This is an optimization exercise on Yosys and OpenROAD, whose aim is a short achievable clock period and few clock cycles, not a production implementation. RTL that was checked went through simulation tests only; none was proved equivalent to the original. No activity file was given, so power comes from the tool's default toggle rates.

==> 07-09: inputs <==
// ARM
module ARM(
    input CLK,
    input RESET,
    input [31:0] InstrF,
    input [31:0] ReadData,
    output reg MemWriteM,
    output [31:0] PCF,
    output reg [31:0] ALUResultM,
    output [31:0] WriteData
    );
Settings: LEC_CHECK=0, ABC_CLOCK_PERIOD_IN_PS=3000, CAP_MARGIN=20, CORE_MARGIN=2, CORE_UTILIZATION=55, SLEW_MARGIN=20; clock period 9.0 ns.
standard.sh (not shown) runs the stock make flow with config.mk's settings and CLKGATE_MAP_FILE= SYNTH_SCRIPT=/design/flow/synth_recipe.tcl, a recipe that flattens the netlist after the stock synthesis.
==> flow/flow/run.sh <==
#!/bin/bash
set -euo pipefail
bash standard.sh SETUP_SLACK_MARGIN=5.8 finish > flow_make.log 2>&1
==> inputs of 03-28, as changes to 07-09 <==
--- a/flow/design.v
+++ b/flow/design.v
@@ -30,17 +30,17 @@
     reg         byAD, byBD;     
     reg         validE;
     reg  [3:0]  condE;
     reg         branchE, predE;
     reg         regWE, memWE, memtoRegE;
     reg  [1:0]  flagWE;
     reg  [3:0]  wa3E;
     reg  [32:0] xE, yE, xmE, ymE;
-    reg         m1E, invAE, invBE;
+    reg         m1E;
     reg         cinE;
     reg         selAndE, selEorE, selOrrE, selBicE, selMovE, selMvnE;
     reg         selSumE, vSubE, vAddE, vA31E, vB31E;
     reg  [31:0] stDataE;
     reg         fwdSE;
     reg  [31:2] tgtE, fallE, pcE;
     reg         fbE, fbPredE;
     reg  [3:0]  fbCondE;
@@ -120,39 +120,37 @@
         end
         if (regWriteM && wa3M != 4'd15)
             rf[wa3M] <= wdM;
     end
     wire fbPassM = condPass(fbCondM, fN, fZ, fC, fV);
     wire fbMissM = fbM & (fbPassM ^ fbPredM);
     wire condEx = condPass(condE, fN, fZ, fC, fV);
     wire killE  = fbMissM;
-    wire [32:0] xa = {1'b0, xE[31:0] ^ {32{invAE}}};
-    wire [32:0] yb = {1'b0, yE[31:0] ^ {32{invBE}}};
-    wire [32:0] pg = xa ^ yb;
+    wire [32:0] pg = xE ^ yE;
     wire [33:0] kp [0:6];
     wire [33:0] kg [0:6];
     assign kp[0] = {pg, 1'b0};
-    assign kg[0] = {xa & yb, cinE};
+    assign kg[0] = {xE & yE, cinE};
     genvar gl, gb;
     generate
         for (gl = 0; gl < 6; gl = gl + 1) begin : ks
             for (gb = 0; gb < 34; gb = gb + 1) begin : bit_
                 if (gb >= (1 << gl)) begin : op
                     assign kg[gl+1][gb] = kg[gl][gb] | (kp[gl][gb] & kg[gl][gb - (1 << gl)]);
                     assign kp[gl+1][gb] = kp[gl][gb] & kp[gl][gb - (1 << gl)];
                 end else begin : pass
                     assign kg[gl+1][gb] = kg[gl][gb];
                     assign kp[gl+1][gb] = kp[gl][gb];
                 end
             end
         end
     endgenerate
     wire [32:0] sumN = pg ^ kg[6][32:0];
-    wire [31:0] tz = xa[31:0] | yb[31:0];
+    wire [31:0] tz = xE[31:0] | yE[31:0];
     wire zSumN = &(pg[31:0] ~^ {tz[30:0], cinE});
     wire [32:0] pgm = xmE ^ ymE;
     wire [32:0] mp [0:6];
     wire [32:0] mg [0:6];
     assign mp[0] = pgm;
     assign mg[0] = xmE & ymE;
     generate
         for (gl = 0; gl < 6; gl = gl + 1) begin : ksm
@@ -176,17 +174,17 @@
     wire [31:0] resE = ({32{selSumE}} & sum[31:0])
                      | ({32{selAndE}} & (xE[31:0] & yE[31:0]))
                      | ({32{selEorE}} & pg[31:0])
                      | ({32{selOrrE}} & (xE[31:0] | yE[31:0]))
                      | ({32{selBicE}} & (xE[31:0] & ~yE[31:0]))
                      | ({32{selMovE}} & yE[31:0])
                      | ({32{selMvnE}} & ~yE[31:0]);
     wire [31:0] logRes = ({32{selAndE}} & (xE[31:0] & yE[31:0]))
-                       | ({32{selEorE}} & (xE[31:0] ^ yE[31:0]))
+                       | ({32{selEorE}} & pg[31:0])
                        | ({32{selOrrE}} & (xE[31:0] | yE[31:0]))
                        | ({32{selBicE}} & (xE[31:0] & ~yE[31:0]))
                        | ({32{selMovE}} & yE[31:0])
                        | ({32{selMvnE}} & ~yE[31:0]);
     wire zE = selSumE ? zSum : ~|logRes;
     wire vE = (vSubE & (vA31E ^ vB31E) & ~(vB31E ^ sum[31]))
             | (vAddE & ~(vA31E ^ vB31E) & (vB31E ^ sum[31]));
     wire [31:0] stE = fwdSE ? wdM : stDataE;
@@ -271,20 +269,22 @@
                 4'b1011: begin selSum = 1; vAdd = 1; flagW = 2'b11; end
                 4'b1100: begin selOrr = 1; flagW = {sD, 1'b0}; end
                 4'b1101: begin selMov = 1; flagW = 2'b10; end
                 4'b1110: begin selBic = 1; flagW = {sD, 1'b0}; end
                 default: begin selMvn = 1; flagW = {sD, 1'b0}; end
             endcase
         end
     end
-    wire [32:0] xD  = {1'b0, valA};
-    wire [32:0] yD  = {1'b0, opB};
-    wire [32:0] xmD = {1'b1, valA ^ opB};
-    wire [32:0] ymD = {invB ? (valA | ~opB) : (~valA | opB), 1'b0};
+    wire [31:0] a1 = invA ? ~valA : valA;
+    wire [31:0] b1 = invB ? ~opB : opB;
+    wire [32:0] xD  = {1'b0, a1};
+    wire [32:0] yD  = {1'b0, b1};
+    wire [32:0] xmD = {1'b1, ~(a1 ^ b1)};
+    wire [32:0] ymD = {a1 | b1, 1'b0};
     wire depA = useAD  & (wa3E == raAD);
     wire depB = useBrD & (wa3E == raBD);
     wire stallD = validD & ((eWill & (depA | depB)) |
                             (useBrD & byBL & (shamtD != 5'd0)));
     wire predD  = isBrD & ((condD == 4'b1110) | InstrD[23]);
     wire redirD = validD & predD;
     wire learnD = validD & isBrD & validE & ~branchE & ~fbE & seqD;
     always @(posedge CLK) begin
@@ -314,18 +314,16 @@
         predE     <= predD;
         memtoRegE <= isLoadD;
         wa3E      <= rdD;
         xE        <= xD;
         yE        <= yD;
         xmE       <= xmD;
         ymE       <= ymD;
         m1E       <= m1D;
-        invAE     <= invA;
-        invBE     <= invB;
         cinE      <= cin;
         selSumE   <= selSum;
         selAndE   <= selAnd;
         selEorE   <= selEor;
         selOrrE   <= selOrr;
         selBicE   <= selBic;
         selMovE   <= selMov;
         selMvnE   <= selMvn;
==> flow/flow/run.sh (replaced) <==
#!/bin/bash
set -euo pipefail
bash standard.sh SETUP_SLACK_MARGIN=6.4 finish > flow_make.log 2>&1
Settings changed: ABC_CLOCK_PERIOD_IN_PS 3000 to 2500, CORE_UTILIZATION 55 to 60.
==> inputs of 07-05, as changes to 07-09 <==
--- a/flow/design.v
+++ b/flow/design.v
@@ -22,54 +22,50 @@
     reg  [3:0]  fbCondD;
     reg  [31:2] fbAltD;
     reg  [NBW-1:0] fbIdxD;
     reg         fbBackD, fbLpD;
     reg  [4:0]  fbSnapD;
     reg  [3:0]  raAD, raBD;
     reg         isDPD, isMemD, isBrD, isStoreD, isLoadD, useAD, useBrD, regWDD, pcAD;
     reg  [31:0] rfAD, rfBD;
-    reg         byAD, byBD;     
     reg         validE;
     reg  [3:0]  condE;
     reg         branchE, predE;
     reg         regWE, memWE, memtoRegE;
     reg  [1:0]  flagWE;
     reg  [3:0]  wa3E;
-    reg  [32:0] xE, yE, xmE, ymE;
-    reg         m1E, invAE, invBE;
+    reg  [32:0] xE, yE;
     reg         cinE;
     reg         selAndE, selEorE, selOrrE, selBicE, selMovE, selMvnE;
     reg         selSumE, vSubE, vAddE, vA31E, vB31E;
     reg  [31:0] stDataE;
     reg         fwdSE;
     reg  [31:2] tgtE, fallE, pcE;
     reg         fbE, fbPredE;
     reg  [3:0]  fbCondE;
     reg  [31:2] fbAltE;
     reg  [NBW-1:0] fbIdxE;
     reg         fbBackE, fbLpE;
     reg  [4:0]  fbSnapE;
     reg         regWriteM, memtoRegM;
     reg  [3:0]  wa3M;
     reg  [31:0] WriteDataM;
     reg  [1:0]  flagWM;
-    reg         cM, vM, zM;
+    reg         cM, vM;
     reg         fbM, fbPredM;
     reg  [3:0]  fbCondM;
     reg  [31:2] fbAltM;
     reg  [NBW-1:0] fbIdxM;
     reg         fbBackM, fbLpM;
     reg  [4:0]  fbSnapM;
     reg         flagN, flagZ, flagC, flagV;
     reg  [31:0] rf [0:14];
     reg  [NBTB-1:0] btbV;
     reg  [31:2] btbTag [0:NBTB-1];
-    reg  [31:2] btbTag1[0:NBTB-1];     
-    reg  [31:2] btbTag2[0:NBTB-1];     
     reg  [31:2] btbTgt [0:NBTB-1];
     reg  [3:0]  btbCond[0:NBTB-1];
     reg  [1:0]  btbCtr [0:NBTB-1];
     reg  [NBTB-1:0] btbTm [0:NBTB-1];    
     reg  [NBW-1:0] btbPtr;
     reg  [NBTB-1:0] btbBack, lpValid;
     reg  [4:0]  lpCnt  [0:NBTB-1];
     reg  [4:0]  lpTrip [0:NBTB-1];
@@ -95,24 +91,18 @@
             default: condPass = 1'b0;
         endcase
     endfunction
     function [NBTB-1:0] btbMatch(input [31:2] a);
         integer k;
         for (k = 0; k < NBTB; k = k + 1)
             btbMatch[k] = btbV[k] & (btbTag[k] == a);
     endfunction
-    reg [NBTB-1:0] match1F, match2F;
-    always @(*) begin
-        for (j = 0; j < NBTB; j = j + 1) begin
-            match1F[j] = btbV[j] & (btbTag1[j] == pcF);
-            match2F[j] = btbV[j] & (btbTag2[j] == pcF);
-        end
-    end
     wire [31:0] wdM = memtoRegM ? ReadData : ALUResultM;
+    wire        zM  = (ALUResultM == 32'd0);
     wire fN = flagWM[1] ? ALUResultM[31] : flagN;
     wire fZ = flagWM[1] ? zM : flagZ;
     wire fC = flagWM[0] ? cM : flagC;
     wire fV = flagWM[0] ? vM : flagV;
     always @(posedge CLK) begin
         if (RESET) begin
             flagN <= 1'b0; flagZ <= 1'b0; flagC <= 1'b0; flagV <= 1'b0;
         end else begin
@@ -120,78 +110,43 @@
         end
         if (regWriteM && wa3M != 4'd15)
             rf[wa3M] <= wdM;
     end
     wire fbPassM = condPass(fbCondM, fN, fZ, fC, fV);
     wire fbMissM = fbM & (fbPassM ^ fbPredM);
     wire condEx = condPass(condE, fN, fZ, fC, fV);
     wire killE  = fbMissM;
-    wire [32:0] xa = {1'b0, xE[31:0] ^ {32{invAE}}};
-    wire [32:0] yb = {1'b0, yE[31:0] ^ {32{invBE}}};
-    wire [32:0] pg = xa ^ yb;
+    wire [32:0] pg = xE ^ yE;
     wire [33:0] kp [0:6];
     wire [33:0] kg [0:6];
     assign kp[0] = {pg, 1'b0};
-    assign kg[0] = {xa & yb, cinE};
+    assign kg[0] = {xE & yE, cinE};
     genvar gl, gb;
     generate
         for (gl = 0; gl < 6; gl = gl + 1) begin : ks
             for (gb = 0; gb < 34; gb = gb + 1) begin : bit_
                 if (gb >= (1 << gl)) begin : op
                     assign kg[gl+1][gb] = kg[gl][gb] | (kp[gl][gb] & kg[gl][gb - (1 << gl)]);
                     assign kp[gl+1][gb] = kp[gl][gb] & kp[gl][gb - (1 << gl)];
                 end else begin : pass
                     assign kg[gl+1][gb] = kg[gl][gb];
                     assign kp[gl+1][gb] = kp[gl][gb];
                 end
             end
         end
     endgenerate
-    wire [32:0] sumN = pg ^ kg[6][32:0];
-    wire [31:0] tz = xa[31:0] | yb[31:0];
-    wire zSumN = &(pg[31:0] ~^ {tz[30:0], cinE});
-    wire [32:0] pgm = xmE ^ ymE;
-    wire [32:0] mp [0:6];
-    wire [32:0] mg [0:6];
-    assign mp[0] = pgm;
-    assign mg[0] = xmE & ymE;
-    generate
-        for (gl = 0; gl < 6; gl = gl + 1) begin : ksm
-            for (gb = 0; gb < 33; gb = gb + 1) begin : bit_
-                if (gb >= (1 << gl)) begin : op
-                    assign mg[gl+1][gb] = mg[gl][gb] | (mp[gl][gb] & mg[gl][gb - (1 << gl)]);
-                    assign mp[gl+1][gb] = mp[gl][gb] & mp[gl][gb - (1 << gl)];
-                end else begin : pass
-                    assign mg[gl+1][gb] = mg[gl][gb];
-                    assign mp[gl+1][gb] = mp[gl][gb];
-                end
-            end
-        end
-    endgenerate
-    wire [32:0] sumM = pgm ^ {mg[6][31:0], 1'b0};
-    wire [31:0] tzm = xmE[31:0] | ymE[31:0];
-    wire zSumM = &(pgm[31:0] ~^ {tzm[30:0], 1'b0});
-    wire        m1   = m1E & fC;
-    wire [32:0] sum  = m1 ? sumM : sumN;
-    wire        zSum = m1 ? zSumM : zSumN;
+    wire [32:0] sum = pg ^ kg[6][32:0];
     wire [31:0] resE = ({32{selSumE}} & sum[31:0])
                      | ({32{selAndE}} & (xE[31:0] & yE[31:0]))
                      | ({32{selEorE}} & pg[31:0])
                      | ({32{selOrrE}} & (xE[31:0] | yE[31:0]))
                      | ({32{selBicE}} & (xE[31:0] & ~yE[31:0]))
                      | ({32{selMovE}} & yE[31:0])
                      | ({32{selMvnE}} & ~yE[31:0]);
-    wire [31:0] logRes = ({32{selAndE}} & (xE[31:0] & yE[31:0]))
-                       | ({32{selEorE}} & (xE[31:0] ^ yE[31:0]))
-                       | ({32{selOrrE}} & (xE[31:0] | yE[31:0]))
-                       | ({32{selBicE}} & (xE[31:0] & ~yE[31:0]))
-                       | ({32{selMovE}} & yE[31:0])
-                       | ({32{selMvnE}} & ~yE[31:0]);
-    wire zE = selSumE ? zSum : ~|logRes;
     wire vE = (vSubE & (vA31E ^ vB31E) & ~(vB31E ^ sum[31]))
             | (vAddE & ~(vA31E ^ vB31E) & (vB31E ^ sum[31]));
     wire [31:0] stE = fwdSE ? wdM : stDataE;
     wire redirE = validE & branchE & (condEx ^ predE) & ~killE;
     wire [31:2] redirPcE = predE ? fallE : tgtE;
     wire eWill = validE & regWE & condEx;
     always @(posedge CLK) begin
         if (RESET) begin
@@ -212,29 +167,28 @@
         fbBackM    <= fbBackE;
         fbSnapM    <= fbSnapE;
         fbLpM      <= fbLpE;
         memtoRegM  <= memtoRegE;
         wa3M       <= wa3E;
         ALUResultM <= resE;
         WriteDataM <= stE;
         cM         <= sum[32];
-        zM         <= zE;
         vM         <= vE;
     end
     wire [3:0] condD  = InstrD[31:28];
     wire       immD   = InstrD[25];
     wire [3:0] aluOpD = InstrD[24:21];
     wire       sD     = InstrD[20];
     wire       upD    = InstrD[23];
     wire [3:0] rdD    = InstrD[15:12];
     wire [4:0] shamtD = InstrD[11:7];
     wire [1:0] shD    = InstrD[6:5];
-    wire byA  = byAD;
-    wire byB  = byBD;
+    wire byA  = regWriteM & (wa3M == raAD);
+    wire byB  = regWriteM & (wa3M == raBD);
     wire byBL = byB & memtoRegM;
     wire [31:0] valA = pcAD ? {pc8D, 2'b00} : (byA ? wdM : rfAD);
     wire [31:0] valB = byB ? wdM : rfBD;
     wire [31:0] valBS = (byB & ~memtoRegM) ? ALUResultM : rfBD;
     reg [31:0] shOut;
     always @(*) begin
         case (shD)
             2'b00:   shOut = valBS << shamtD;
@@ -271,24 +225,26 @@
                 4'b1011: begin selSum = 1; vAdd = 1; flagW = 2'b11; end
                 4'b1100: begin selOrr = 1; flagW = {sD, 1'b0}; end
                 4'b1101: begin selMov = 1; flagW = 2'b10; end
                 4'b1110: begin selBic = 1; flagW = {sD, 1'b0}; end
                 default: begin selMvn = 1; flagW = {sD, 1'b0}; end
             endcase
         end
     end
-    wire [32:0] xD  = {1'b0, valA};
-    wire [32:0] yD  = {1'b0, opB};
-    wire [32:0] xmD = {1'b1, valA ^ opB};
-    wire [32:0] ymD = {invB ? (valA | ~opB) : (~valA | opB), 1'b0};
+    wire [31:0] a1 = invA ? ~valA : valA;
+    wire [31:0] b1 = invB ? ~opB : opB;
+    wire        m1 = m1D & fC;
+    wire [32:0] xD = m1 ? {1'b1, ~(a1 ^ b1)} : {1'b0, a1};
+    wire [32:0] yD = m1 ? {a1 | b1, 1'b0}    : {1'b0, b1};
     wire depA = useAD  & (wa3E == raAD);
     wire depB = useBrD & (wa3E == raBD);
     wire stallD = validD & ((eWill & (depA | depB)) |
-                            (useBrD & byBL & (shamtD != 5'd0)));
+                            (useBrD & byBL & (shamtD != 5'd0)) |
+                            (m1D & validE & flagWE[0]));
     wire predD  = isBrD & ((condD == 4'b1110) | InstrD[23]);
     wire redirD = validD & predD;
     wire learnD = validD & isBrD & validE & ~branchE & ~fbE & seqD;
     always @(posedge CLK) begin
         if (RESET || killE || redirE || stallD || !validD) begin
             validE  <= 1'b0;
             regWE   <= 1'b0;
             memWE   <= 1'b0;
@@ -311,21 +267,16 @@
         fbSnapE   <= fbSnapD;
         fbLpE     <= fbLpD;
         condE     <= condD;
         predE     <= predD;
         memtoRegE <= isLoadD;
         wa3E      <= rdD;
         xE        <= xD;
         yE        <= yD;
-        xmE       <= xmD;
-        ymE       <= ymD;
-        m1E       <= m1D;
-        invAE     <= invA;
-        invBE     <= invB;
         cinE      <= cin;
         selSumE   <= selSum;
         selAndE   <= selAnd;
         selEorE   <= selEor;
         selOrrE   <= selOrr;
         selBicE   <= selBic;
         selMovE   <= selMov;
         selMvnE   <= selMvn;
@@ -380,41 +331,30 @@
         end else if (redirE) begin
             pcN = redirPcE;  hitN = predE ? btbMatch(fallE) : btbMatch(tgtE);
         end else if (stallD) begin
             pcN = pcF;       hitN = hitF;
         end else if (redirD) begin
             pcN = tgtD;      hitN = btbMatch(tgtD);
         end else if (btbHitF) begin
             pcN = btbPredF ? btbTgtF : pcF2;
-            hitN = btbPredF ? (tmHitF & btbV) : match2F;
+            hitN = btbPredF ? (tmHitF & btbV) : btbMatch(pcF2);
         end else begin
-            pcN = pcF1;      hitN = match1F;
+            pcN = pcF1;      hitN = btbMatch(pcF1);
         end
     end
     wire [1:0] opF       = InstrF[27:26];
     wire       isDPF     = (opF == 2'b00);
     wire       isMemF    = (opF == 2'b01);
     wire       isStoreF  = isMemF & ~InstrF[20];
     wire       isMovMvnF = isDPF & (InstrF[24:21] == 4'b1101 || InstrF[24:21] == 4'b1111);
     wire [3:0] raAF = InstrF[19:16];
     wire [3:0] raBF = isStoreF ? InstrF[15:12] : InstrF[3:0];
     wire [31:0] rfAF = (regWriteM && wa3M == raAF) ? wdM : rf[raAF];
     wire [31:0] rfBF = (regWriteM && wa3M == raBF) ? wdM : rf[raBF];
-    wire [31:2] tgtF = pcF2 + {{6{InstrF[23]}}, InstrF[23:0]};
-    wire eWillK = validE & ~killE & regWE & condEx;
-    always @(posedge CLK) begin
-        if (RESET) begin
-            byAD <= 1'b0;
-            byBD <= 1'b0;
-        end else begin
-            byAD <= eWillK & (wa3E == (stallD ? raAD : raAF));
-            byBD <= eWillK & (wa3E == (stallD ? raBD : raBF));
-        end
-    end
     always @(posedge CLK) begin
         if (RESET) begin
             pcF  <= 30'd0;
             hitF <= {NBTB{1'b0}};
         end else begin
             pcF  <= pcN;
             hitF <= hitN & ~({NBTB{learnD}} & (1 << btbPtr));
         end
@@ -422,17 +362,17 @@
             validD <= 1'b0;
         else if (!stallD)
             validD <= 1'b1;
         if (!stallD) begin
             InstrD   <= InstrF;
             pcD      <= pcF;
             pc4D     <= pcF1;
             pc8D     <= pcF2;
-            tgtD     <= tgtF;
+            tgtD     <= pcF2 + {{6{InstrF[23]}}, InstrF[23:0]};
             seqD     <= (pcF == pc4D);
             fbD      <= btbHitF;
             fbPredD  <= btbPredF;
             fbCondD  <= btbCondF;
             fbAltD   <= btbPredF ? pcF2 : btbTgtF;
             fbIdxD   <= btbIdxF;
             fbBackD  <= btbBackF;
             fbSnapD  <= lpCntF;
@@ -483,18 +423,16 @@
                     lpCnt[fbIdxM] <= fbPassM ? fbSnapM + 5'd1 : 5'd0;
             end
             if (learnD) begin
                 btbBack[btbPtr] <= InstrD[23];
                 lpValid[btbPtr] <= 1'b0;
                 lpCnt[btbPtr]   <= 5'd0;
                 btbV[btbPtr]    <= 1'b1;
                 btbTag[btbPtr]  <= pcE;
-                btbTag1[btbPtr] <= pcE - 30'd1;
-                btbTag2[btbPtr] <= pcE - 30'd2;
                 btbTgt[btbPtr]  <= tgtD;
                 btbCond[btbPtr] <= condD;
                 btbCtr[btbPtr]  <= predD ? 2'b11 : 2'b01;
                 for (i = 0; i < NBTB; i = i + 1) begin
                     if (i == btbPtr) begin
                         btbTm[i][i] <= (tgtD == pcE);
                     end else begin
                         btbTm[btbPtr][i] <= (tgtD == btbTag[i]);
==> flow/run.sh (new file) <==
#!/bin/bash
# synth_recipe.tcl (not shown) runs the flow's synth.tcl, then flattens the netlist and writes it again
# the make line also repeats each setting of config.mk as NAME=value (left out here)
make -C /OpenROAD-flow-scripts/flow DESIGN_CONFIG=/design/flow/config.mk WORK_HOME=/design/flow/orfs CLKGATE_MAP_FILE= SYNTH_SCRIPT=/design/flow/synth_recipe.tcl finish
Settings changed: ABC_CLOCK_PERIOD_IN_PS 3000 to 3500, CORE_UTILIZATION 55 to 40, SETUP_SLACK_MARGIN from default to 5.
removed: flow/flow/run.sh
removed: flow/standard.sh
==> notes <==
07-09 completed without violations. 03-28 did not get past global routing with GRT-0232. 07-05 finished clean.
Final cell count: 07-09 is higher than 07-05 (about 8%).
Of 07-09 and 07-05, 07-09 has the higher register-to-register slack (gap 0.41 ns).
Between 07-05 and 07-09, the lower combinational power is in 07-05 (gap about 33%, measured against 07-09).
Against 07-05, the synthesized cell count of 07-09 is higher by 9.7%.
Of 07-05 and 07-09, 07-09 has the higher via count (gap about 12%, measured against 07-09).
Between 07-09 and 07-05, the lower sequential power is in 07-05 (gap 30%, measured against 07-05).
Of 07-05 and 07-09, 07-05 has the higher die area (gap 16%, measured against 07-09).
Non-clock buffer count: 07-09 is higher than 07-05 (442).
Area after synthesis, highest first: 07-09, 03-28, 07-05.
Testbench counts of 07-09, summed over its fixed seeds: cycles 79,596.
For 03-28 and 07-05, only the layout was checked, not whether the RTL still works.

-- what the ideal ports hide --
Ports are ideal in the flow. The routed layouts listed here were re-timed in OpenROAD. Step 1, drivers: a clkbuf_16 drives CLK and a buf_2 each remaining input, both assumed. Step 2 times the ports against the registers' clock, not the clock port: input delays grow and output delays shrink by t, the midpoint of the rising clock arrivals with the driver on. a / b / c = ideal / step 1 / step 2; a / b = the first two.
run	t (ns)	slack for setup (ns)	worst setup path after step 2	worst register clock-pin slew, ns	pins driven straight from the clock port
07-09	1.052	5.153 / 5.153 / 4.148	input to register	0.07 / 0.07	1
07-05	0.992	4.743 / 4.743 / 3.851	input to register	0.08 / 0.08	1
After both steps every run listed still meets setup and hold. The setup slack of 07-09, which loses most, moves by 0.000 ns with the drivers and by -1.005 ns with both steps.
